Background: an optimization exercise with open tools, aiming at small area. Do not read the settings as production practice. The RTL of this run was laid out without a check of its function. Power and IR drop assume default switching activity.

### flow/config.mk
export PLATFORM = sky130hd
export DESIGN_NAME = SAL_DDR_CTRL
export DESIGN_NICKNAME = SAL_DDR_CTRL
export VERILOG_FILES = /design/flow/design.v
export SDC_FILE = /design/flow/constraint.sdc
export NUM_CORES = 4
export LEC_CHECK = 0
export CAP_MARGIN = 20
export CORE_MARGIN = 2
export CORE_UTILIZATION = 40
export PLACE_DENSITY = 0.6
export SLEW_MARGIN = 20
### flow/design.v
module SAL_TIMING_CNTR
#(
    parameter                   CNTR_WIDTH      = 4
)
(
    input                       clk,
    input                       rst_n,
    input                       reset_cmd_i,
    input   [CNTR_WIDTH-1:0]    reset_value_i,
    output                      is_zero_o        
);
    logic   [CNTR_WIDTH-1:0]    cntr,       cntr_n;
    always_ff @(posedge clk)
        if (!rst_n)
            cntr                    <= 'd0;
        else
            cntr                    <= cntr_n;
    always_comb begin
        if (reset_cmd_i)
            cntr_n                  = reset_value_i;
        else if (cntr != 'd0)
            cntr_n                  = cntr - 'd1;
        else
            cntr_n                  = cntr;
    end
    assign  is_zero_o               = (cntr == 'd0);
endmodule
module SAL_FIFO #(
    parameter       DEPTH_LG2           = 4,
    parameter       DATA_WIDTH          = 32,
    parameter       AFULL_THRES         = ((1<<DEPTH_LG2)-1),
    parameter       AEMPTY_THRES        = 1
)
(
    input   wire                        clk,
    input   wire                        rst_n,
    output  wire                        full_o,
    output  wire                        afull_o,
    input   wire                        wren_i,
    input   wire    [DATA_WIDTH-1:0]    wdata_i,
    output  wire                        empty_o,
    output  wire                        aempty_o,
    input   wire                        rden_i,
    output  wire    [DATA_WIDTH-1:0]    rdata_o
);
    localparam  FIFO_DEPTH              = (1<<DEPTH_LG2);
    reg     [DATA_WIDTH-1:0]            data[FIFO_DEPTH];
    reg                                 full,       full_n,
                                        afull,      afull_n,
                                        empty,      empty_n,
                                        aempty,     aempty_n;
    reg     [DEPTH_LG2:0]               wrptr,      wrptr_n,
                                        rdptr,      rdptr_n;
    reg     [DEPTH_LG2-1:0]             cnt,        cnt_n;
    always_ff @(posedge clk)
        if (!rst_n) begin
            full                        <= 1'b0;
            afull                       <= 1'b0;
            empty                       <= 1'b1;     
            aempty                      <= 1'b1;
            wrptr                       <= {(DEPTH_LG2+1){1'b0}};
            rdptr                       <= {(DEPTH_LG2+1){1'b0}};
            cnt                         <= {DEPTH_LG2{1'b0}};
            for (int i=0; i<FIFO_DEPTH; i++) begin
                data[i]                     <= {DATA_WIDTH{1'b0}};
            end
        end
        else begin
            full                        <= full_n;
            afull                       <= afull_n;
            empty                       <= empty_n;
            aempty                      <= aempty_n;
            wrptr                       <= wrptr_n;
            rdptr                       <= rdptr_n;
            cnt                         <= cnt_n;
            if (wren_i) begin
                data[wrptr[DEPTH_LG2-1:0]]  <= wdata_i;
            end
        end
    always_comb begin
        wrptr_n                     = wrptr;
        rdptr_n                     = rdptr;
        cnt_n                       = cnt;
        if (wren_i & ~full) begin
            wrptr_n                     = wrptr + 'd1;
        end
        if (rden_i & ~empty) begin
            rdptr_n                     = rdptr + 'd1;
        end
        if (wren_i & ~rden_i) begin
            cnt_n                       = cnt + 'd1;
        end
        else if (~wren_i & rden_i) begin
            cnt_n                       = cnt - 'd1;
        end
        full_n                      = (wrptr_n[DEPTH_LG2]!=rdptr_n[DEPTH_LG2])
                                     &(wrptr_n[DEPTH_LG2-1:0]==rdptr_n[DEPTH_LG2-1:0]);
        afull_n                     = (cnt_n >= AFULL_THRES);
        empty_n                     = (wrptr_n == rdptr_n);
        aempty_n                    = (cnt_n <= AFULL_THRES);
    end
    assign  full_o                      = full;
    assign  afull_o                     = afull;
    assign  empty_o                     = empty;
    assign  aempty_o                    = aempty;
    assign  rdata_o                     = data[rdptr[DEPTH_LG2-1:0]];
endmodule
module SAL_BK_CTRL
#(
    parameter                   BK_ID   = 0
)
(
    input                       clk,
    input                       rst_n,
    input                       req_valid_i,
    output  logic               req_ready_o,
    input                       req_wr_i,
    input   [4-1:0] req_id_i,
    input   [4-1:0]req_len_i,
    input   [14-1:0]req_ra_i,
    input   [10-1:0]req_ca_i,
    output  logic               act_req_o,
    output  logic               rd_req_o,
    output  logic               wr_req_o,
    output  logic               pre_req_o,
    output  logic               ref_req_o,
    output  logic [14-1:0]  ra_o,
    output  logic [10-1:0]  ca_o,
    output  logic [4-1:0]   id_o,
    output  logic [4-1:0]  len_o,
    input   wire                act_gnt_i,
    input   wire                rd_gnt_i,
    input   wire                wr_gnt_i,
    input   wire                pre_gnt_i,
    input   wire                ref_gnt_i,
    input   wire                ref_req_i,
    output  logic               ref_gnt_o
);
    localparam  [2:0]           S_IDLE          = 3'd0,
                                S_ACTIVATING    = 3'd1,
                                S_BANK_ACTIVE   = 3'd2,
                                S_READING       = 3'd3,
                                S_WRITING       = 3'd4,
                                S_PRECHARGING   = 3'd5,
                                S_REFRESHING    = 3'd6;
    logic   [14-1:0]cur_ra,             cur_ra_n;
    logic   [5:0]               cnt,                cnt_n;
    logic   [2:0]               state,              state_n;
    wire                        is_t_rc_met,
                                is_t_ras_met,
                                is_t_rtp_met,
                                is_t_wtp_met,
                                is_row_open_met;
    always_ff @(posedge clk)
        if (~rst_n) begin
            state                   <= S_IDLE;
            cur_ra                  <= 'h0;
            cnt                     <= 'h0;
        end
        else begin
            state                   <= state_n;
            cur_ra                  <= cur_ra_n;
            cnt                     <= cnt_n;
        end
    always_comb begin
        cur_ra_n                    = cur_ra;
        state_n                     = state;
        if (cnt=='d0) begin
            cnt_n                       = 'h0;
        end
        else begin
            cnt_n                       = cnt - 'h1;
        end
        ref_gnt_o                   = 1'b0;
        req_ready_o                 = 1'b0;
        act_req_o                   = 1'b0;
        rd_req_o                    = 1'b0;
        wr_req_o                    = 1'b0;
        pre_req_o                   = 1'b0;
        ref_req_o                   = 1'b0;
        ra_o                        = 'hx;
        ca_o                        = 'hx;
        id_o                        = 'hx;
        len_o                       = 'hx;
        case (state)
            S_IDLE: begin
                if (req_valid_i) begin     
                    if (is_t_rc_met) begin
                        act_req_o                   = 1'b1;
                        ra_o                        = req_ra_i;
                        if (act_gnt_i) begin
                            cur_ra_n                    = req_ra_i;
                            cnt_n                       = 4 - 'd1;
                            state_n                     = S_ACTIVATING;
                        end
                    end
                end
                else if (ref_req_i) begin
                    if (is_t_rc_met) begin
                        ref_req_o                   = 1'b1;
                        if (ref_gnt_i) begin
                            ref_gnt_o                   = 1'b1;
                            cnt_n                       = 41 - 'd1;
                            state_n                     = S_REFRESHING;
                        end
                    end
                end
            end
            S_ACTIVATING: begin
                if (cnt=='d0) begin
                    state_n                     = S_BANK_ACTIVE;
                end
            end
            S_BANK_ACTIVE: begin
                if (req_valid_i) begin
                    if (cur_ra == req_ra_i) begin  
                        ca_o                        = req_ca_i;
                        id_o                        = req_id_i;
                        len_o                       = req_len_i;
                        if (req_wr_i) begin
                            wr_req_o                    = 1'b1;
                            if (wr_gnt_i) begin
                                req_ready_o                 = 1'b1;
                                cnt_n                       = 0;
                                state_n                     = S_WRITING;
                            end
                        end
                        else begin
                            rd_req_o                    = 1'b1;
                            if (rd_gnt_i) begin
                                req_ready_o                 = 1'b1;
                                cnt_n                       = 0;
                                state_n                     = S_READING;
                            end
                        end
                    end
                    else begin   
                        if (is_t_ras_met & is_t_rtp_met & is_t_wtp_met) begin
                            pre_req_o                   = 1'b1;
                            if (pre_gnt_i) begin
                                cnt_n                       = 4 - 'd1;
                                state_n                     = S_PRECHARGING;
                            end
                        end
                    end
                end
                else begin   
                    if (is_row_open_met & is_t_ras_met & is_t_rtp_met & is_t_wtp_met) begin
                        pre_req_o                   = 1'b1;
                        if (pre_gnt_i) begin
                            cnt_n                       = 4 - 'd1;
                            state_n                     = S_PRECHARGING;
                        end
                    end
                end
            end
            S_WRITING: begin
                if (cnt=='d0) begin
                    state_n                     = S_BANK_ACTIVE;
                end
            end
            S_READING: begin
                if (cnt=='d0) begin
                    state_n                     = S_BANK_ACTIVE;
                end
            end
            S_PRECHARGING: begin
                if (cnt=='d0) begin
                    state_n                     = S_IDLE;
                end
            end
            S_REFRESHING: begin
                if (cnt=='d0) begin
                    state_n                     = S_IDLE;
                end
            end
            default: begin
            end
        endcase
    end
    SAL_TIMING_CNTR  #(.CNTR_WIDTH(5)) u_rc_cnt
    (
        .clk                        (clk),
        .rst_n                      (rst_n),
        .reset_cmd_i                (act_gnt_i),
        .reset_value_i              (5'(21)),
        .is_zero_o                  (is_t_rc_met)
    );
    SAL_TIMING_CNTR  #(.CNTR_WIDTH(5)) u_ras_cnt
    (
        .clk                        (clk),
        .rst_n                      (rst_n),
        .reset_cmd_i                (act_gnt_i),
        .reset_value_i              (5'(15)),
        .is_zero_o                  (is_t_ras_met)
    );
    SAL_TIMING_CNTR  #(.CNTR_WIDTH(3)) u_rtp_cnt
    (
        .clk                        (clk),
        .rst_n                      (rst_n),
        .reset_cmd_i                (rd_gnt_i),
        .reset_value_i              (3'(2)),
        .is_zero_o                  (is_t_rtp_met)
    );
    SAL_TIMING_CNTR  #(.CNTR_WIDTH(4)) u_wtp_cnt
    (
        .clk                        (clk),
        .rst_n                      (rst_n),
        .reset_cmd_i                (wr_gnt_i),
        .reset_value_i              (4'(11)),
        .is_zero_o                  (is_t_wtp_met)
    );
    SAL_TIMING_CNTR  #(.CNTR_WIDTH(6)) u_row_open_cnt
    (
        .clk                        (clk),
        .rst_n                      (rst_n),
        .reset_cmd_i                (rd_gnt_i | wr_gnt_i),
        .reset_value_i              (6'(31)),
        .is_zero_o                  (is_row_open_met)
    );
endmodule  
module SAL_SCHED
(
    input                       clk,
    input                       rst_n,
    input   [4-1:0]  act_req_arr,
    input   [4-1:0]  rd_req_arr,
    input   [4-1:0]  wr_req_arr,
    input   [4-1:0]  pre_req_arr,
    input   [4-1:0]  ref_req_arr,
    input   [4*14-1:0]   ra_arr,
    input   [4*10-1:0]   ca_arr,
    input   [4*4-1:0]    id_arr,
    input   [4*4-1:0]   len_arr,
    output  logic [4-1:0]  act_gnt_arr,
    output  logic [4-1:0]  rd_gnt_arr,
    output  logic [4-1:0]  wr_gnt_arr,
    output  logic [4-1:0]  pre_gnt_arr,
    output  logic [4-1:0]  ref_gnt_arr,
    output  logic               act_gnt_o,
    output  logic               rd_gnt_o,
    output  logic               wr_gnt_o,
    output  logic               pre_gnt_o,
    output  logic               ref_gnt_o,
    output  logic [2-1:0]  ba_o,
    output  logic [14-1:0]  ra_o,
    output  logic [10-1:0]  ca_o,
    output  logic [4-1:0]   id_o,
    output  logic [4-1:0]  len_o
);
    wire                        is_t_rrd_met,
                                is_t_ccd_met,
                                is_t_rtw_met,
                                is_t_wtr_met;
    logic                       found;
    always_comb begin
        act_gnt_arr                 = 'd0;
        rd_gnt_arr                  = 'd0;
        wr_gnt_arr                  = 'd0;
        pre_gnt_arr                 = 'd0;
        ref_gnt_arr                 = 'd0;
        act_gnt_o                   = 1'b0;
        rd_gnt_o                    = 1'b0;
        wr_gnt_o                    = 1'b0;
        pre_gnt_o                   = 1'b0;
        ref_gnt_o                   = 1'b0;
        ba_o                        = 'hx;
        ra_o                        = 'hx;
        ca_o                        = 'hx;
        id_o                        = 'hx;
        len_o                       = 'hx;
        found                       = 1'b0;
        if ((|act_req_arr) & is_t_rrd_met) begin
            for (int i=0; i<4; i=i+1) begin
                if (act_req_arr[i] & ~found) begin
                    found                           = 1'b1;
                    act_gnt_arr[i]                  = 1'b1;
                    act_gnt_o                       = 1'b1;
                    ba_o                            = i;
                    ra_o                            = ra_arr[i*14+:14];
                end
            end
        end
        else if ((|rd_req_arr) & is_t_ccd_met & is_t_wtr_met) begin
            for (int i=0; i<4; i=i+1) begin
                if (rd_req_arr[i] & ~found) begin
                    found                           = 1'b1;
                    rd_gnt_arr[i]                   = 1'b1;
                    rd_gnt_o                        = 1'b1;
                    ba_o                            = i;
                    ca_o                            = ca_arr[i*10+:10];
                    id_o                            = id_arr[i*4+:4];
                    len_o                           = len_arr[i*4+:4];
                end
            end
        end
        else if ((|wr_req_arr) & is_t_ccd_met & is_t_rtw_met) begin
            for (int i=0; i<4; i=i+1) begin
                if (wr_req_arr[i] & ~found) begin
                    found                           = 1'b1;
                    wr_gnt_arr[i]                   = 1'b1;
                    wr_gnt_o                        = 1'b1;
                    ba_o                            = i;
                    ca_o                            = ca_arr[i*10+:10];
                    id_o                            = id_arr[i*4+:4];
                    len_o                           = len_arr[i*4+:4];
                end
            end
        end
        else if (|pre_req_arr) begin
            for (int i=0; i<4; i=i+1) begin
                if (pre_req_arr[i] & ~found) begin
                    found                           = 1'b1;
                    pre_gnt_arr[i]                  = 1'b1;
                    pre_gnt_o                       = 1'b1;
                    ba_o                            = i;
                end
            end
        end
        else if ((|ref_req_arr) & is_t_rrd_met) begin
            for (int i=0; i<4; i=i+1) begin
                if (ref_req_arr[i] & ~found) begin
                    found                           = 1'b1;
                    ref_gnt_arr[i]                  = 1'b1;
                    ref_gnt_o                       = 1'b1;
                    ba_o                            = i;
                end
            end
        end
    end
    SAL_TIMING_CNTR  #(.CNTR_WIDTH(4)) u_rrd_cnt
    (
        .clk                        (clk),
        .rst_n                      (rst_n),
        .reset_cmd_i                (act_gnt_o),
        .reset_value_i              (4'(2)),
        .is_zero_o                  (is_t_rrd_met)
    );
    SAL_TIMING_CNTR  #(.CNTR_WIDTH(2)) u_ccd_cnt
    (
        .clk                        (clk),
        .rst_n                      (rst_n),
        .reset_cmd_i                (rd_gnt_o | wr_gnt_o),
        .reset_value_i              (2'(1)),
        .is_zero_o                  (is_t_ccd_met)
    );
    SAL_TIMING_CNTR  #(.CNTR_WIDTH(8)) u_rtw_cnt
    (
        .clk                        (clk),
        .rst_n                      (rst_n),
        .reset_cmd_i                (rd_gnt_o),
        .reset_value_i              (8'(3)),
        .is_zero_o                  (is_t_rtw_met)
    );
    SAL_TIMING_CNTR  #(.CNTR_WIDTH(8)) u_wtr_cnt
    (
        .clk                        (clk),
        .rst_n                      (rst_n),
        .reset_cmd_i                (wr_gnt_o),
        .reset_value_i              (8'(8)),
        .is_zero_o                  (is_t_wtr_met)
    );
endmodule  
module SAL_CTRL_ENCODER
(
    input                       clk,
    input                       rst_n,
    input                       act_gnt_i,
    input                       rd_gnt_i,
    input                       wr_gnt_i,
    input                       pre_gnt_i,
    input                       ref_gnt_i,
    input   [2-1:0]ba_i,
    input   [14-1:0]ra_i,
    input   [10-1:0]ca_i,
    output  logic               cke,
    output  logic [2-1:0]   cs_n,
    output  logic               ras_n,
    output  logic               cas_n,
    output  logic               we_n,
    output  logic [3-1:0]   ba,
    output  logic [14-1:0] addr,
    output  logic               odt
);
    always_ff @(posedge clk)
        if (ref_gnt_i) begin
            cke                         <= 1'b1;
            cs_n[0]                     <= 1'b0;
            ras_n                       <= 1'b0;
            cas_n                       <= 1'b0;
            we_n                        <= 1'b1;
            ba                          <= 'hx;
            addr                        <= 'hx;
            odt                         <= 'hx;
        end
        else if (act_gnt_i) begin
            cke                         <= 1'b1;
            cs_n[0]                     <= 1'b0;
            ras_n                       <= 1'b0;
            cas_n                       <= 1'b1;
            we_n                        <= 1'b1;
            ba                          <= 3'(ba_i);
            addr                        <= 14'(ra_i);
            odt                         <= 'h0;
        end
        else if (wr_gnt_i) begin
            cke                         <= 1'b1;
            cs_n[0]                     <= 1'b0;
            ras_n                       <= 1'b1;
            cas_n                       <= 1'b0;
            we_n                        <= 1'b0;
            ba                          <= 3'(ba_i);
            addr                        <= 14'(ca_i);
            odt                         <= 'h0;
        end
        else if (rd_gnt_i) begin
            cke                         <= 1'b1;
            cs_n[0]                     <= 1'b0;
            ras_n                       <= 1'b1;
            cas_n                       <= 1'b0;
            we_n                        <= 1'b1;
            ba                          <= 3'(ba_i);
            addr                        <= 14'(ca_i);
            odt                         <= 'h0;
        end else if (pre_gnt_i) begin
            cke                         <= 1'b1;
            cs_n[0]                     <= 1'b0;
            ras_n                       <= 1'b0;
            cas_n                       <= 1'b1;
            we_n                        <= 1'b0;
            ba                          <= 3'(ba_i);
            addr                        <= 'hx & 16'b1111_1011_1111_1111;
            odt                         <= 'hx;
        end
        else begin       
            cke                         <= 1'b1;
            cs_n                        <= {2{1'b1}};
            ras_n                       <= 1'bx;
            cas_n                       <= 1'bx;
            we_n                        <= 1'bx;
            ba                          <= 'hx;
            addr                        <= 'hx;
            odt                         <= 'hx;
        end
endmodule  
module SAL_ADDR_DECODER
(
    input                       clk,
    input                       rst_n,
    input                       ar_valid_i,
    output  wire                ar_ready_o,
    input   [4-1:0] ar_id_i,
    input   [32-1:0]ar_addr_i,
    input   [4-1:0]ar_len_i,
    input                       aw_valid_i,
    output  wire                aw_ready_o,
    input   [4-1:0] aw_id_i,
    input   [32-1:0]aw_addr_i,
    input   [4-1:0]aw_len_i,
    output  logic [4-1:0]    req_valid_o,
    input   [4-1:0]          req_ready_i,
    output  logic                       req_wr_o,
    output  logic [4-1:0]   req_id_o,
    output  logic [4-1:0]  req_len_o,
    output  logic [3-1:0] req_seq_num_o,
    output  logic [14-1:0]  req_ra_o,
    output  logic [10-1:0]  req_ca_o
);
    logic                       valid;
    logic   [2-1:0]ba;
    logic   [3-1:0] rd_seq_num, wr_seq_num;
    always_comb begin
        valid                       = 1'b0;
        req_wr_o                    = 'bx;
        req_id_o                    = 'hx;
        req_len_o                   = 'hx;
        req_seq_num_o               = 'hx;
        ba                          = 'hx;
        req_ra_o                    = 'hx;
        req_ca_o                    = 'hx;
        if (aw_valid_i) begin
            valid                       = 1'b1;
            req_wr_o                    = 1'b1;
            req_id_o                    = aw_id_i;
            req_len_o                   = aw_len_i;
            req_seq_num_o               = wr_seq_num;
            ba                          = aw_addr_i[14:13];
            req_ra_o                    = aw_addr_i[28:15];
            req_ca_o                    = aw_addr_i[12:3];
        end
        else if (ar_valid_i) begin
            valid                       = 1'b1;
            req_wr_o                    = 1'b0;
            req_id_o                    = ar_id_i;
            req_len_o                   = ar_len_i;
            req_seq_num_o               = rd_seq_num;
            ba                          = ar_addr_i[14:13];
            req_ra_o                    = ar_addr_i[28:15];
            req_ca_o                    = ar_addr_i[12:3];
        end
    end
    wire    [4-1:0]      ready_bit_vector;
    genvar geni;
    generate
        for (geni=0; geni<4; geni=geni+1) begin : BK
            assign  req_valid_o[geni]           = valid & (ba==geni);
            assign  ready_bit_vector[geni]      = req_ready_i[geni] & (ba==geni);
        end
    endgenerate
    assign  aw_ready_o                  = req_wr_o & (|ready_bit_vector);
    assign  ar_ready_o                  = !req_wr_o & (|ready_bit_vector);
    always_ff @(posedge clk)
        if (~rst_n) begin
            rd_seq_num                  <= 'd0;
            wr_seq_num                  <= 'd0;
        end
        else begin
            if (ar_valid_i & ar_ready_o) begin
                rd_seq_num                  <= rd_seq_num + 'd1;
            end
            if (aw_valid_i & aw_ready_o) begin
                wr_seq_num                  <= wr_seq_num + 'd1;
            end
        end
endmodule  
module SAL_RD_CTRL
(
    input                       clk,
    input                       rst_n,
    input                       rd_gnt_i,
    input   [4-1:0] id_i,
    input   [4-1:0]len_i,
    output  wire                rddata_en_o,
    input   [127:0]             rddata_i,
    input                       rddata_valid_i,
    output  wire                rvalid_o,
    input                       rready_i,
    output  wire [4-1:0]    rid_o,
    output  wire [127:0]        rdata_o,
    output  wire [2-1:0]  rresp_o,
    output  wire                rlast_o
);
    reg     [15:0]              rden_shift_reg;
    always_ff @(posedge clk)
        if (~rst_n) begin
            rden_shift_reg              <= 16'h0;
        end
        else if (rd_gnt_i) begin
            rden_shift_reg              <= {rden_shift_reg[14:1], 2'b11};
        end
        else begin
            rden_shift_reg              <= {rden_shift_reg[14:0], 1'b0};
        end
    assign  rddata_en_o                 = rden_shift_reg[6];
    wire    [4-1:0]        rlen;
    logic   [4-1:0]        rdata_cnt;
    SAL_FIFO
    #(
        .DEPTH_LG2                      (4),
        .DATA_WIDTH                     (4+4)
    )
    rid_fifo
    (
        .clk                            (clk),
        .rst_n                          (rst_n),
        .full_o                         ( ),
        .afull_o                        ( ),
        .wren_i                         (rd_gnt_i),
        .wdata_i                        ({id_i, len_i}),
        .empty_o                        ( ),
        .aempty_o                       ( ),
        .rden_i                         (rvalid_o & rready_i & rlast_o),
        .rdata_o                        ({rid_o, rlen})   
    );
    always_ff @(posedge clk)
        if (~rst_n) begin
            rdata_cnt                   <= 'd0;
        end
        else if (rvalid_o & rready_i) begin
            if (rlast_o) begin
                rdata_cnt                   <= 'd0;
            end
            else begin
                rdata_cnt                   <= rdata_cnt+'d1;
            end
        end
    assign  rlast_o                     = (rdata_cnt==rlen);     
    wire                                rdata_fifo_empty;
    SAL_FIFO
    #(
        .DEPTH_LG2                      (3),
        .DATA_WIDTH                     (128)
    )
    rdata_fifo
    (
        .clk                            (clk),
        .rst_n                          (rst_n),
        .full_o                         ( ),
        .afull_o                        ( ),
        .wren_i                         (rddata_valid_i),
        .wdata_i                        (rddata_i),
        .empty_o                        (rdata_fifo_empty),
        .aempty_o                       ( ),
        .rden_i                         (rvalid_o & rready_i),
        .rdata_o                        (rdata_o)     
    );
    assign  rresp_o                     = 2'b00;
    assign  rvalid_o                    = ~rdata_fifo_empty;
endmodule
module SAL_WR_CTRL
(
    input                       clk,
    input                       rst_n,
    input                       wr_gnt_i,
    input                       awvalid_i,
    output  wire                awready_o,
    input   [4-1:0] awid_i,
    input   [32-1:0]awaddr_i,
    input   [4-1:0]awlen_i,
    input   [3-1:0]awsize_i,
    input   [2-1:0]awburst_i,
    input                       wvalid_i,
    output  wire                wready_o,
    input   [4-1:0] wid_i,
    input   [127:0]             wdata_i,
    input   [15:0]              wstrb_i,
    input                       wlast_i,
    output  wire                bvalid_o,
    input                       bready_i,
    output  wire [4-1:0]    bid_o,
    output  wire [2-1:0]  bresp_o,
    output  wire                aw2_valid_o,
    input                       aw2_ready_i,
    output  wire [4-1:0]    aw2_id_o,
    output  wire [32-1:0]  aw2_addr_o,
    output  wire [4-1:0]   aw2_len_o,
    output  wire [3-1:0]  aw2_size_o,
    output  wire [2-1:0] aw2_burst_o,
    output  wire                wrdata_en_o,
    output  wire [127:0]        wrdata_o,
    output  wire [15:0]         wrdata_mask_o
);
    wire                        aw_fifo_full,
                                aw_fifo_empty;
    SAL_FIFO
    #(
        .DEPTH_LG2                  (2),
        .DATA_WIDTH                 (4+32+4+3+2)
    )
    aw_fifo
    (
        .clk                        (clk),
        .rst_n                      (rst_n),
        .full_o                     (aw_fifo_full),
        .afull_o                    ( ),
        .wren_i                     (awvalid_i & awready_o),
        .wdata_i                    ({awid_i,
                                      awaddr_i,
                                      awlen_i,
                                      awsize_i,
                                      awburst_i}),
        .empty_o                    (aw_fifo_empty),
        .aempty_o                   ( ),
        .rden_i                     (aw2_valid_o & aw2_ready_i),
        .rdata_o                    ({aw2_id_o,
                                      aw2_addr_o,
                                      aw2_len_o,
                                      aw2_size_o,
                                      aw2_burst_o})
    );
    assign  awready_o                   = ~aw_fifo_full;
    wire                                w_fifo_full;
    SAL_FIFO
    #(
        .DEPTH_LG2                      (3),
        .DATA_WIDTH                     (128+16)
    )
    w_fifo
    (
        .clk                            (clk),
        .rst_n                          (rst_n),
        .full_o                         (w_fifo_full),
        .afull_o                        ( ),
        .wren_i                         (wvalid_i & wready_o),
        .wdata_i                        ({wdata_i, ~wstrb_i}),     
        .empty_o                        ( ),
        .aempty_o                       ( ),
        .rden_i                         (wrdata_en_o),
        .rdata_o                        ({wrdata_o, wrdata_mask_o})
    );
    assign  wready_o                    = ~w_fifo_full;
    logic   [4:0]               w_trans_cnt,    w_trans_cnt_n;
    always_ff @(posedge clk)
        if (~rst_n) begin
            w_trans_cnt                 <= 'd0;
        end
        else begin
            w_trans_cnt                 <= w_trans_cnt_n;
        end
    logic                       aw2_hs,     wlast_hs;
    always_comb begin
        aw2_hs                      = aw2_valid_o & aw2_ready_i;
        wlast_hs                    = wvalid_i & wready_o & wlast_i;
        if (~aw2_hs & wlast_hs) begin
            w_trans_cnt_n               = w_trans_cnt + 'd1;
        end
        else if (aw2_hs & ~wlast_hs) begin
            w_trans_cnt_n               = w_trans_cnt - 'd1;
        end
        else begin
            w_trans_cnt_n               = w_trans_cnt;
        end
    end
    assign  aw2_valid_o                 = ~aw_fifo_empty & (w_trans_cnt!='d0);
    wire                                bid_fifo_empty;
    SAL_FIFO
    #(
        .DEPTH_LG2                      (3),
        .DATA_WIDTH                     (4)
    )
    bid_fifo
    (
        .clk                            (clk),
        .rst_n                          (rst_n),
        .full_o                         ( ),
        .afull_o                        ( ),
        .wren_i                         (wvalid_i & wready_o & wlast_i),
        .wdata_i                        (wid_i),
        .empty_o                        (bid_fifo_empty),
        .aempty_o                       ( ),
        .rden_i                         (bvalid_o & bready_i),
        .rdata_o                        (bid_o)
    );
    assign  bresp_o                     = 2'b00;
    assign  bvalid_o                    = ~bid_fifo_empty;
    reg     [15:0]              wren_shift_reg;
    always_ff @(posedge clk)
        if (~rst_n) begin
            wren_shift_reg              <= 16'h0;
        end
        else if (wr_gnt_i) begin
            wren_shift_reg              <= {wren_shift_reg[14:1], 2'b11};
        end
        else begin
            wren_shift_reg              <= {wren_shift_reg[14:0], 1'b0};
        end
    assign  wrdata_en_o                 = wren_shift_reg[4];
endmodule
module SAL_DDR_CTRL
(
    input                       clk,
    input                       rst_n,
    input                       arvalid,
    output  wire                arready,
    input   [3:0]               arid,
    input   [31:0]              araddr,
    input   [3:0]               arlen,
    input   [2:0]               arsize,
    input   [1:0]               arburst,
    input                       awvalid,
    output  wire                awready,
    input   [3:0]               awid,
    input   [31:0]              awaddr,
    input   [3:0]               awlen,
    input   [2:0]               awsize,
    input   [1:0]               awburst,
    input                       wvalid,
    output  wire                wready,
    input   [3:0]               wid,
    input   [127:0]             wdata,
    input   [15:0]              wstrb,
    input                       wlast,
    output  wire                bvalid,
    input                       bready,
    output  wire [3:0]          bid,
    output  wire [1:0]          bresp,
    output  wire                rvalid,
    input                       rready,
    output  wire [3:0]          rid,
    output  wire [127:0]        rdata,
    output  wire [1:0]          rresp,
    output  wire                rlast,
    output  wire                dfi_cke,
    output  wire [1:0]          dfi_cs_n,
    output  wire                dfi_ras_n,
    output  wire                dfi_cas_n,
    output  wire                dfi_we_n,
    output  wire [2:0]          dfi_ba,
    output  wire [13:0]         dfi_addr,
    output  wire                dfi_odt,
    output  wire                dfi_wrdata_en,
    output  wire [127:0]        dfi_wrdata,
    output  wire [15:0]         dfi_wrdata_mask,
    output  wire                dfi_rddata_en,
    input   [127:0]             dfi_rddata,
    input                       dfi_rddata_valid,
    input   [15:0]              dfi_rddata_dnv
);
    wire    [4-1:0]      bk_req_valid;
    wire    [4-1:0]      bk_req_ready;
    wire                            bk_req_wr;
    wire    [4-1:0]     bk_req_id;
    wire    [4-1:0]    bk_req_len;
    wire    [3-1:0] bk_req_seq_num;
    wire    [14-1:0]    bk_req_ra;
    wire    [10-1:0]    bk_req_ca;
    wire    [4-1:0]  act_req_arr;
    wire    [4-1:0]  rd_req_arr;
    wire    [4-1:0]  wr_req_arr;
    wire    [4-1:0]  pre_req_arr;
    wire    [4-1:0]  ref_req_arr;
    wire    [4*14-1:0]   ra_arr;
    wire    [4*10-1:0]   ca_arr;
    wire    [4*4-1:0]    id_arr;
    wire    [4*4-1:0]   len_arr;
    wire    [4-1:0]  act_gnt_arr;
    wire    [4-1:0]  rd_gnt_arr;
    wire    [4-1:0]  wr_gnt_arr;
    wire    [4-1:0]  pre_gnt_arr;
    wire    [4-1:0]  ref_gnt_arr;
    wire                        sched_act_gnt,
                                sched_rd_gnt,
                                sched_wr_gnt,
                                sched_pre_gnt,
                                sched_ref_gnt;
    wire    [2-1:0]sched_ba;
    wire    [14-1:0]sched_ra;
    wire    [10-1:0]sched_ca;
    wire    [4-1:0] sched_id;
    wire    [4-1:0]sched_len;
    wire                        aw2_valid, aw2_ready;
    wire    [4-1:0] aw2_id;
    wire    [32-1:0]aw2_addr;
    wire    [4-1:0]aw2_len;
    wire    [3-1:0]aw2_size;
    wire    [2-1:0]aw2_burst;
    SAL_WR_CTRL                 u_wr_ctrl
    (
        .clk                    (clk),
        .rst_n                  (rst_n),
        .wr_gnt_i               (sched_wr_gnt),
        .awvalid_i              (awvalid),
        .awready_o              (awready),
        .awid_i                 (awid),
        .awaddr_i               (awaddr),
        .awlen_i                (awlen),
        .awsize_i               (awsize),
        .awburst_i              (awburst),
        .wvalid_i               (wvalid),
        .wready_o               (wready),
        .wid_i                  (wid),
        .wdata_i                (wdata),
        .wstrb_i                (wstrb),
        .wlast_i                (wlast),
        .bvalid_o               (bvalid),
        .bready_i               (bready),
        .bid_o                  (bid),
        .bresp_o                (bresp),
        .aw2_valid_o            (aw2_valid),
        .aw2_ready_i            (aw2_ready),
        .aw2_id_o               (aw2_id),
        .aw2_addr_o             (aw2_addr),
        .aw2_len_o              (aw2_len),
        .aw2_size_o             (aw2_size),
        .aw2_burst_o            (aw2_burst),
        .wrdata_en_o            (dfi_wrdata_en),
        .wrdata_o               (dfi_wrdata),
        .wrdata_mask_o          (dfi_wrdata_mask)
    );
    SAL_ADDR_DECODER            u_decoder
    (
        .clk                    (clk),
        .rst_n                  (rst_n),
        .ar_valid_i             (arvalid),
        .ar_ready_o             (arready),
        .ar_id_i                (arid),
        .ar_addr_i              (araddr),
        .ar_len_i               (arlen),
        .aw_valid_i             (aw2_valid),
        .aw_ready_o             (aw2_ready),
        .aw_id_i                (aw2_id),
        .aw_addr_i              (aw2_addr),
        .aw_len_i               (aw2_len),
        .req_valid_o            (bk_req_valid),
        .req_ready_i            (bk_req_ready),
        .req_wr_o               (bk_req_wr),
        .req_id_o               (bk_req_id),
        .req_len_o              (bk_req_len),
        .req_seq_num_o          (bk_req_seq_num),
        .req_ra_o               (bk_req_ra),
        .req_ca_o               (bk_req_ca)
    );
    genvar geni;
    generate
        for (geni=0; geni<4; geni=geni+1) begin  : BK
            SAL_BK_CTRL
            #(
                .BK_ID                  (geni)
            )
            u_bank_ctrl
            (
                .clk                    (clk),
                .rst_n                  (rst_n),
                .req_valid_i            (bk_req_valid[geni]),
                .req_ready_o            (bk_req_ready[geni]),
                .req_wr_i               (bk_req_wr),
                .req_id_i               (bk_req_id),
                .req_len_i              (bk_req_len),
                .req_ra_i               (bk_req_ra),
                .req_ca_i               (bk_req_ca),
                .act_req_o              (act_req_arr[geni]),
                .rd_req_o               (rd_req_arr[geni]),
                .wr_req_o               (wr_req_arr[geni]),
                .pre_req_o              (pre_req_arr[geni]),
                .ref_req_o              (ref_req_arr[geni]),
                .ra_o                   (ra_arr[geni*14+:14]),
                .ca_o                   (ca_arr[geni*10+:10]),
                .id_o                   (id_arr[geni*4+:4]),
                .len_o                  (len_arr[geni*4+:4]),
                .act_gnt_i              (act_gnt_arr[geni]),
                .rd_gnt_i               (rd_gnt_arr[geni]),
                .wr_gnt_i               (wr_gnt_arr[geni]),
                .pre_gnt_i              (pre_gnt_arr[geni]),
                .ref_gnt_i              (ref_gnt_arr[geni]),
                .ref_req_i              (1'b0),
                .ref_gnt_o              ()
            );
        end
    endgenerate
    SAL_SCHED                   u_sched
    (
        .clk                    (clk),
        .rst_n                  (rst_n),
        .act_req_arr            (act_req_arr),
        .rd_req_arr             (rd_req_arr),
        .wr_req_arr             (wr_req_arr),
        .pre_req_arr            (pre_req_arr),
        .ref_req_arr            (ref_req_arr),
        .ra_arr                 (ra_arr),
        .ca_arr                 (ca_arr),
        .id_arr                 (id_arr),
        .len_arr                (len_arr),
        .act_gnt_arr            (act_gnt_arr),
        .rd_gnt_arr             (rd_gnt_arr),
        .wr_gnt_arr             (wr_gnt_arr),
        .pre_gnt_arr            (pre_gnt_arr),
        .ref_gnt_arr            (ref_gnt_arr),
        .act_gnt_o              (sched_act_gnt),
        .rd_gnt_o               (sched_rd_gnt),
        .wr_gnt_o               (sched_wr_gnt),
        .pre_gnt_o              (sched_pre_gnt),
        .ref_gnt_o              (sched_ref_gnt),
        .ba_o                   (sched_ba),
        .ra_o                   (sched_ra),
        .ca_o                   (sched_ca),
        .id_o                   (sched_id),
        .len_o                  (sched_len)
    );
    SAL_CTRL_ENCODER            u_encoder
    (
        .clk                    (clk),
        .rst_n                  (rst_n),
        .act_gnt_i              (sched_act_gnt),
        .rd_gnt_i               (sched_rd_gnt),
        .wr_gnt_i               (sched_wr_gnt),
        .pre_gnt_i              (sched_pre_gnt),
        .ref_gnt_i              (sched_ref_gnt),
        .ba_i                   (sched_ba),
        .ra_i                   (sched_ra),
        .ca_i                   (sched_ca),
        .cke                    (dfi_cke),
        .cs_n                   (dfi_cs_n),
        .ras_n                  (dfi_ras_n),
        .cas_n                  (dfi_cas_n),
        .we_n                   (dfi_we_n),
        .ba                     (dfi_ba),
        .addr                   (dfi_addr),
        .odt                    (dfi_odt)
    );
    SAL_RD_CTRL                 u_rd_ctrl
    (
        .clk                    (clk),
        .rst_n                  (rst_n),
        .rd_gnt_i               (sched_rd_gnt),
        .id_i                   (sched_id),
        .len_i                  (sched_len),
        .rddata_en_o            (dfi_rddata_en),
        .rddata_i               (dfi_rddata),
        .rddata_valid_i         (dfi_rddata_valid),
        .rvalid_o               (rvalid),
        .rready_i               (rready),
        .rid_o                  (rid),
        .rdata_o                (rdata),
        .rresp_o                (rresp),
        .rlast_o                (rlast)
    );
endmodule  
### flow/constraint.sdc
create_clock -name core_clock -period 8.0 [get_ports {clk}]
set_input_delay 1.6000 -clock core_clock [delete_from_list [all_inputs] [get_ports {clk}]]
set_output_delay 1.6000 -clock core_clock [all_outputs]
set_load 0.01 [all_outputs]
### flow/run.sh
#!/bin/bash
# synth_recipe.tcl (not shown) runs the flow's synth.tcl, then flattens the netlist and writes it again
# the make line also repeats each setting of config.mk as NAME=value (left out here)
make -C /OpenROAD-flow-scripts/flow DESIGN_CONFIG=/design/flow/config.mk WORK_HOME=/design/flow/orfs CLKGATE_MAP_FILE= SYNTH_SCRIPT=/design/flow/synth_recipe.tcl finish
==> impl_metrics.py <==
metrics = {
    "outcome": {
        "status": "finished clean",
    },
    "placed_design": {
        "place_area_um2": 136000,
        "gp_congestion": 0.859,
        "post-dp-hpwl_mm": 188,
        "dp_slack_ns": 0.875,
        "place.port_buffers": 660,
    },
    "cells_and_area": {
        "nets": 9371,
        "largest_register": "u_wr_ctrl.w_fifo.data",
        "fin_util_pct": 47.2,
        "syn_to_final_growth_pct": 17.1,
        "drive_gt1_share_pct": 17.1,
        "largest_reg_flops": 1152,
        "reg_top3": "u_wr_ctrl.w_fifo.data x1152, u_rd_ctrl.rdata_fifo.data x1024, u_wr_ctrl.aw_fifo.data x136",
        "fin_area_um2": 146000,
    },
    "critical_path": {
        "r2r_slack_ns": 1.86,
        "endpoint_kind": "output port",
        "worstPathRequired_ns": 6.40,
        "cp-start-kind": "flip-flop",
        "cp_data_arrival_time_ns": 5.71,
        "cp_max_fo": 17,
        "reg2reg_to": "u_wr_ctrl.w_trans_cnt[4]$_SDFFE_PN0P_",
        "timing.rr.start": "u_wr_ctrl.aw_fifo.empty$_SDFF_PN1_",
        "r2r_cells": 15,
        "crit_type": "flip-flop to output port",
    },
    "floorplanning": {
        "num_rows": 204,
        "dieArea_um2": 316000,
        "core_area_um2": 309000,
        "io_pins": 707,
        "die_y_um": 562,
        "die_w_um": 562,
        "start_util_pct": 40.3,
    },
    "route": {
        "final_antenna_net_count": 0,
        "dr.pass1.iters": 6,
        "wl_mm": 342,
        "first_iter_violations": 6876,
        "wl_per_cell_um": 25.6,
        "vias_per_cell": 5.52,
        "drc_errors": 0,
        "vias": 73600,
    },
    "flow_run": {
        "maxCapViolCount": 0,
    },
    "cts": {
        "clk_latency_ns": 0.92,
        "cts.path.max_buffers": 4,
        "postCtsHoldBufs": 0,
        "cts_setup_buffers": 0,
        "cts_resized": 0,
        "numCtsBuffers": 310,
        "htree_levels": 5,
        "cts_root_buf": "clkbuf_16",
        "clk_pin_slew_ns": 0.06,
        "cts_tree": "yes",
        "clock-sinks": 2769,
    },
    "sta": {
        "layout_setup_ws_ns": 0.688,
        "worstMarginPinSlew_ns": 1.14,
        "period_needed_ns": 7.31,
        "finalMaxSlewViolations": 0,
        "max_freq_mhz": 137,
        "rsz0062_at_grt": "false",
        "relSlewSlack_pct": 24.0,
        "clock_skew_ns": 0.0930,
        "setup_viol": 0,
        "min_period_over_period_pct": 91.4,
        "hold_viol": 0,
    },
    "global_routing": {
        "grt_max_degree": 241,
        "antenna_found_initial": 88,
        "grt_overflow_total": 0,
        "grt_pass1_vias": 75400,
        "grt_pass1_wl_mm": 502,
        "grt_util_all_layers_pct": 21.3,
    },
    "synthesis": {
        "yosys.area.top_type": "edfxtp_1",
        "ys_async_sr_fraction_pct": 0,
        "synth_most_common_cell": "edfxtp_1",
        "avgSynthCellArea_um2": 14.7,
        "synth_top_flop_cell": "edfxtp_1",
        "synth_seq_area_share_pct": 64.4,
        "synth_edf_count": 2472,
        "yosys_warnings": 20,
        "synth_common_cells": "edfxtp_1, and2_1, and3_1, mux4_2, nor2_1",
        "synth_top_area_share_pct": 59.7,
        "synth_cell_types": 86,
        "yosys-top-cells-area": "edfxtp_1, mux4_2, and2_1, dfxtp_1, and3_1",
        "synth_area_um2": 124000,
        "synth_cells": 8450,
        "synth_seq_cells": 2769,
    },
    "power": {
        "power.density_nw_per_um2": 246,
        "p_leak_uw": 0.0535,
        "max-vdd-ir-drop_uv": 173,
    },
    "min_path": {
        "min_from": "u_rd_ctrl.rden_shift_reg[4]$_SDFF_PN0_",
        "hold-path-cell-count": 1,
        "min_to": "u_rd_ctrl.rden_shift_reg[5]$_SDFF_PN0_",
        "worstHoldPathType": "flip-flop to flip-flop",
    },
}
## cells by family after synthesis
family	share of synthesized area, %
other	0.00604
buffers and inverters	2.21
AOI/OAI and AO/OA	2.40
xor gates and xnor gates	0.888
and+or+nand+nor	15.6
DFF	64.4
muxes	14.0
adders and majority gates	0.469
## metrics by stage
step | std cells | TNS (ns) | total power, µW | hold slack, ns
floorplan | 8456 | -82.34 | 20400 | 0.410
global placement | 12700 | 0 | 22100 | 0.417
detailed placement | 12700 | 0 | 22300 | 0.419
CTS | 13300 | 0 | 36200 | 0.429
global route | 13300 | 0 | 37300 | 0.450
finish | 13300 | 0 | 35900 | 0.429
## routing by layer
layer / global-route usage [%] / routed length, µm / vias up
met2: 35.6 / 166000 / 2496
met4: 5.11 / 7950 / 70
met1: 27.8 / 140000 / 37900
met5: 0 / 434 / -
met3: 5.21 / 27700 / 510
li1: - / - / 32700
## report_power, final
group | leakage, µW | switching [µW] | internal (µW)
Combinational | 0.0207 | 2790 | 2110
Sequential | 0.0279 | 414 | 16700
Clock | 0.00484 | 6050 | 7850
Total | 0.0535 | 9250 | 26600
## area by class of cell
| cell class | instances | area, µm² |
|---|---|---|
| fill | 26600 | 163000 |
| clock inverter | 189 | 1860 |
| tap | 4120 | 5150 |
| sequential | 2769 | 80200 |
| timing repair buffer | 798 | 8240 |
| inverter | 78 | 298 |
| clock buffer | 372 | 8060 |
| multi-input combinational | 4977 | 41800 |
| antenna | 38 | 95.1 |
## layout by cell type, fill, tap and decap left out, types with 13 or more instances in the layout
cell type,count
nand2_1,230
a31oi_1,15
xor2_1,53
a22o_1,15
diode_2,38
edfxtp_1,2472
a22oi_1,15
a21oi_1,109
buf_12,48
clkbuf_16,312
dfxtp_1,289
and3_1,698
nand4_1,27
nor2b_1,14
o21ai_0,109
clkinv_1,68
inv_1,76
or3_1,84
buf_4,90
clkinv_2,67
mux4_2,617
mux2i_1,31
clkbuf_1,57
nand2b_1,24
and2_1,1565
nor4_1,23
o21a_1,13
a211oi_1,69
o211a_1,13
nor3_1,86
ha_1,45
clkdlybuf4s50_1,659
bufinv_16,17
nand3_1,36
nor2_1,526
o31ai_1,20
clkinv_16,15
mux2_2,289
xnor2_1,68
## critical path: stages (launching register included)
cell,delay [ns]
dfxtp_1,0.80
clkinv_1,0.78
o211a_4,0.41
or3_1,0.35
a22o_1,0.27
or4_1,0.80
o32ai_1,0.37
o31ai_1,0.16
buf_4,0.18
inv_1,0.11
clkdlybuf4s50_1,0.55
## how the worst max path moves through the flow
stage / start / end / slack (ns) / cells past startpoint
5_1_grt: u_wr_ctrl.aw_fifo.empty$_SDFF_PN1_ / arready / 0.47 / 10
4_1_cts: u_wr_ctrl.aw_fifo.empty$_SDFF_PN1_ / arready / 0.76 / 10
3_5_place_dp: araddr[16] / arready / 0.87 / 11
2_1_floorplan: rst_n / u_rd_ctrl.rdata_fifo.data[0][0]$_SDFFCE_PN0P_ / -0.32 / 3
6_report: u_wr_ctrl.aw_fifo.empty$_SDFF_PN1_ / arready / 0.69 / 10
3_3_place_gp: araddr[16] / arready / 0.87 / 11

==> afterwards: timing with drivers on the ports <==
How much do the figures lean on ideal ports? The routed layout below was timed once more, with nothing changed but the port constraints.
Step 1: set_driving_cell puts a clkbuf_16 on clk and a buf_2 on each other input, an assumption about the parent block.
Step 2 also shifts input and output timing later by t, the mid clock arrival at the registers, as if the neighbouring blocks saw the same clock.
Slacks: no drivers / after step 1 / after step 2; pairs: no drivers / after step 1.
shift t [ns]: 0.962
setup slack, ns: 0.688 / 0.597 / 0.811
hold slack, ns: 0.429 / 0.429 / 0.429
worst data-port slew with drivers (ns): 0.26
pins driven straight from the clock port: 1
After both steps this run still meets setup and hold. The setup slack of this run moves by -0.091 ns with the drivers and by +0.123 ns with both steps.
